From an optimization exercise on the open Yosys and OpenROAD flow, aimed at small area and a short achievable clock period; shortcuts taken in it are not production practice.
Only simulation tests tie the RTL to the original design; equivalence was not proved.

==> flow/design.v, too long to show whole: its modules and the start of the top module <==
// module ALU32Bit: 1311 lines
// module ALUOut: 36 lines
// module FA: 4 lines
// module HA: 4 lines
// module ALUTop: 60 lines
module ALUTop(Clk, ALUControl, A, B, Hi_in, Lo_in, ALUResult, Zero, Hi_out, Lo_out);
  // ...
==> flow/flow/run.sh <==
#!/bin/bash
set -euo pipefail
export SETUP_SLACK_MARGIN=8.5
bash standard.sh > standard.log 2>&1
==> flow/standard.sh <==
#!/bin/bash
# synth_recipe.tcl (not shown) runs the flow's synth.tcl, then flattens the netlist and writes it again
# the make line also repeats each setting of config.mk as NAME=value (left out here)
make -C /OpenROAD-flow-scripts/flow DESIGN_CONFIG=/design/flow/config.mk WORK_HOME=/design/flow/orfs CLKGATE_MAP_FILE= SYNTH_SCRIPT=/design/flow/synth_recipe.tcl "${@:-finish}"
==> flow/config.mk <==
export PLATFORM = sky130hd
export DESIGN_NAME = ALUTop
export DESIGN_NICKNAME = ALUTop
export VERILOG_FILES = /design/flow/design.v
export SDC_FILE = /design/flow/constraint.sdc
export NUM_CORES = 4
export LEC_CHECK = 0
export ABC_AREA = 1
export CAP_MARGIN = 35
export CORE_MARGIN = 2
export CORE_UTILIZATION = 40
export SLEW_MARGIN = 35
export SYNTH_HIERARCHICAL = 1
export SYNTH_MINIMUM_KEEP_SIZE = 0
==> flow/constraint.sdc <==
create_clock -name core_clock -period 14.0 [get_ports {Clk}]
set_input_delay 2.8000 -clock core_clock [delete_from_list [all_inputs] [get_ports {Clk}]]
set_output_delay 2.8000 -clock core_clock [all_outputs]
set_load 0.01 [all_outputs]
==> impl_metrics.py, run 1 <==
metrics = {
    "final_layout": {
        "clkCellAreaFrac_pct": 2.64,
        "multi_input_area_share_pct": 69.1,
        "mostFrequentLayoutCell": "nand2_1",
        "stdcell_area_um2": 52100,
        "layout_common_cells": "nand2_1, xor2_1, nand3_1",
        "final_nets": 6446,
    },
    "floorplanning": {
        "num_rows": 120,
        "pin_count": 232,
        "n_tap_cell": 1403,
    },
    "global_routing": {
        "grt_max_degree": 79,
        "met2_usage_pct": 57.0,
    },
    "worst_hold_path": {
        "whs_path_depth": 4,
        "hold_path_class": "flop to flop",
    },
    "detailed_routing": {
        "maxUsedRoutingLayer": "met5",
        "finalWirelength_mm": 224,
    },
    "critical_path": {
        "cp.depth": 23,
    },
    "synth": {
        "yosys.area.top_type": "fa_1",
        "synth_cell_types": 59,
        "synth_top_family_by_area": "adder cells",
        "netlist_top_cells_count": "nand2_1, xor2_1, fa_1",
        "netlist.area_leader.share_pct": 25.3,
    },
    "sta": {
        "period_share_pct": 41.6,
    },
    "outcome": {
        "status": "timing/DRC/antenna clean",
    },
    "place": {
        "placed_cell_area_um2": 46100,
        "dp_hpwl_mm": 153,
    },
    "clock_tree": {
        "cts-root-to-sink-buffers": 3,
    },
}
==> run 2: changes to the inputs <==
==> flow/flow/run.sh (replaced) <==
#!/bin/bash
set -euo pipefail
export SETUP_SLACK_MARGIN=8
export BUFFER_PORTS_ARGS="-buffer_cell sky130_fd_sc_hd__buf_1"
bash standard.sh > standard.log 2>&1
--- a/flow/config.mk
+++ b/flow/config.mk
@@ -6,9 +6,9 @@
 export NUM_CORES = 4
 export LEC_CHECK = 0
 export ABC_AREA = 1
-export CAP_MARGIN = 35
+export CAP_MARGIN = 30
 export CORE_MARGIN = 2
 export CORE_UTILIZATION = 40
-export SLEW_MARGIN = 35
+export SLEW_MARGIN = 30
 export SYNTH_HIERARCHICAL = 1
 export SYNTH_MINIMUM_KEEP_SIZE = 0
==> impl_metrics.py, run 2 <==
metrics = {
    "detailed_routing": {
        "initialDrtViolationCount": 6629,
        "routedWlPerCell_um": 30.7,
        "drc": 0,
        "final_antenna_net_count": 0,
        "drt-pass1-iter-count": 9,
        "viasPerCell": 6.46,
        "finalWirelength_mm": 213,
        "vias": 44800,
    },
    "synth": {
        "synth.most_common_cell": "nand2_1",
        "synth_area_per_cell_um2": 7.81,
        "synth_edf_count": 0,
        "synth_cell_types": 59,
        "ys_seq_elements": 284,
        "yosys.area.top_type": "fa_1",
        "seq_area_frac_synth_pct": 13.2,
        "netlist_top_cells_count": "nand2_1, xor2_1, fa_1",
        "synth_warnings": 9,
        "syn-cell-area_um2": 42900,
        "synth.net_count": 6372,
        "synthTopCellsByArea": "fa_1, dfxtp_1, xor2_1, nand2_1, o22ai_1",
        "async_flop_share_pct": 0,
        "netlist.area_leader.share_pct": 25.3,
        "syn-instance-count": 5496,
        "synthFlopType": "dfxtp_1",
    },
    "sta": {
        "period_share_pct": 43.1,
        "skew_ps": 64.0,
        "tightest_slew_ps": 1090,
        "grt_setup_unrepaired": "yes",
        "fin_crit_ps": 6030,
        "tns_ps": 0,
        "drv_slew": 0,
        "final_hold_viol_count": 0,
        "finalSetupViolCount": 0,
        "relSlewSlack_pct": 26.2,
        "max_freq_mhz": 166,
    },
    "place": {
        "dp_hpwl_mm": 145,
        "gp_congestion": 1.03,
        "port_buffers": 231,
        "placed_cell_area_um2": 44600,
        "numPlacedInstances": 6810,
    },
    "global_routing": {
        "grt_use_total_pct": 36.4,
        "overflow": 0,
        "use_met3_pct": 15.2,
        "grt_pass1_vias": 42600,
        "grt_max_degree": 65,
        "grt_pass1_wl_mm": 295,
        "use_met1_pct": 44.9,
        "busiest_layer": "met2",
        "antenna_found_initial": 19,
        "met2_usage_pct": 52.3,
    },
    "critical_path": {
        "crit_top_cell": "fa_1",
        "worstSetupEndpointType": "flop",
        "cp.arrival_ps": 6440,
        "critPathMaxFanout": 36,
        "start_kind": "flop",
        "cp.required_ps": 14410,
        "path_class": "flop to flop",
        "path_cells": "inv_2 > buf_4 > o22ai_1 > xor2_1 > fa_1 > fa_1 > fa_1 > fa_1 > fa_1 > ha_1 > nand2_2 > nor2_2 > nand2_1 > inv_1 > nand2_1 > nand3_1 > nand2_1 > o21ai_0",
        "max_stage_delay_ps": 610,
        "slowest_stage": "fa_1",
        "ff2ff_path_depth": 18,
    },
    "floorplanning": {
        "pin_count": 232,
        "num_rows": 120,
        "fp.dieH_um": 332,
        "die_area_um2": 110000,
        "die_w_um": 332,
        "core_area_um2": 107000,
        "start_util_pct": 40.2,
    },
    "worst_hold_path": {
        "whs_path_depth": 4,
        "hold_path_class": "flop to flop",
    },
    "final_layout": {
        "stdcell_count": 6940,
        "multi_input_area_um2": 34900,
        "layout_common_cells": "nand2_1, xor2_1, nand3_1",
        "final_nets": 6375,
        "ff_latch_area_um2": 5810,
        "area_growth_pct": 12.5,
        "drive_gt1_share_pct": 10.2,
        "fill_cells": 10500,
        "mostFrequentLayoutCell": "nand2_1",
        "stdcell_area_um2": 48300,
    },
    "clock_tree": {
        "numCtsBuffers": 36,
        "cts-root-to-sink-buffers": 3,
        "cts-root-buf": "clkbuf_16",
        "cts_hold_buffers": 0,
        "cts_sinks": 284,
        "clk_pin_slew_worst_paths_ps": 60,
        "clk_latency_ps": 630,
        "cts_tree": "done",
        "cts_max_level": 2,
    },
    "outcome": {
        "status": "timing/DRC/antenna clean",
    },
    "run": {
        "cap_violations": 0,
    },
}
run 2: area by class of cell:
type	count	area share, %
Multi-Input combinational cell	4413	72.3
Sequential cell	284	12.0
Timing Repair Buffer	400	6.40
Tap cell	1403	3.63
Inverter	363	2.99
Clock buffer	45	2.06
Clock inverter	20	0.549
Antenna cell	11	0.0570
Timing Repair inverter	1	0.0181
run 2: timing repair:
item | CTS | global route
cloned | 2 | 21
resized for setup | 133 | 255
pin swaps | 3 | 36
setup endpoints to repair | 51 | 46
setup buffers | 7 | 23
run 2: stage by stage:
step | hold WS, ps | util (%) | setup WS [ps]
5_1_grt | 614 | 45.2 | 7920
3_3_place_gp | 565 | 41.8 | 7040
6_report | 580 | 45.2 | 7970
3_5_place_dp | 565 | 41.8 | 6990
2_1_floorplan | 520 | - | 8250
4_1_cts | 579 | 43.6 | 8010
run 2: metal layers:
layer | wire, um | part of all wire [%] | vias to the layer above
met5 | 285 | 0.13 | -
met4 | 17000 | 8.0 | 24
met3 | 33000 | 15 | 1001
met2 | 87300 | 41 | 3775
met1 | 75700 | 35 | 21600
li1 | - | - | 18500
run 2: path summary, 6_finish.rpt:
kind,startpoint,end,slack (ps)
max,a_q[1],Lo_out[24],7970
min,hi_q[13],Hi_out[13],580
max reg2reg,a_q[1],Lo_out[24],7970
min reg2reg,hi_q[13],Hi_out[13],580
run 2: per-module statistics from Yosys (local to each module, per instance):
module | copies in the design | cells inside | flops+latches
FA | 543 | 1 | 0
ALUTop | 1 | 499 | 284
ALUOut | 1 | 1003 | 0
ALU32Bit | 1 | 3387 | 0
HA | 64 | 1 | 0
run 2: kinds of logic (layout without fill, tap and decap cells):
logic type | count (synthesis) | after routing | synth area share [%]
buffers and inverters | 802 | 829 | 7.60
XOR/XNOR | 596 | 596 | 12.2
flip-flops | 284 | 284 | 13.2
other | 0 | 11 | 0
AND/OR/NAND/NOR | 2102 | 2105 | 21.8
adder cells (fa/ha/maj) | 741 | 741 | 31.1
AO/OA/AOI/OAI | 971 | 971 | 14.1
run 2: worst max-delay path, delay by kind of cell, from the launching register on:
| kind | cells | cell delay [ps] |
|---|---|---|
| AO/OA/AOI/OAI | 2 | 730 |
| flip-flops | 1 | 410 |
| AND/OR/NAND/NOR | 6 | 760 |
| adder cells (fa/ha/maj) | 6 | 2840 |
| XOR/XNOR | 1 | 190 |
| buffers and inverters | 3 | 830 |

[separate check: timing with driven ports]
How much do the figures lean on ideal ports? The routed layouts below were timed once more, with nothing changed but the port constraints.
Step 1 sets driving cells, clkbuf_16 on the clock port and buf_2 on the other inputs (assumed; they add their load-dependent delay and slew).
Step 2 moves the port delays by t, midway between the first and last clock arrival at a register: inputs arrive t later, outputs are due t later. That takes back most of the time a late clock gives input paths.
Three values: ideal ports, drivers, drivers and shift; two values: the first two.
run	t, ns	slack for setup (ns)	latest minus earliest clock arrival (ns)	worst register clock-pin slew, ns
run 1	0.697	8.183 / 8.183 / 8.183	0.046 / 0.046	0.07 / 0.07
run 2	0.668	7.967 / 7.967 / 7.967	0.064 / 0.064	0.08 / 0.08
After both steps every run listed still meets setup and hold.
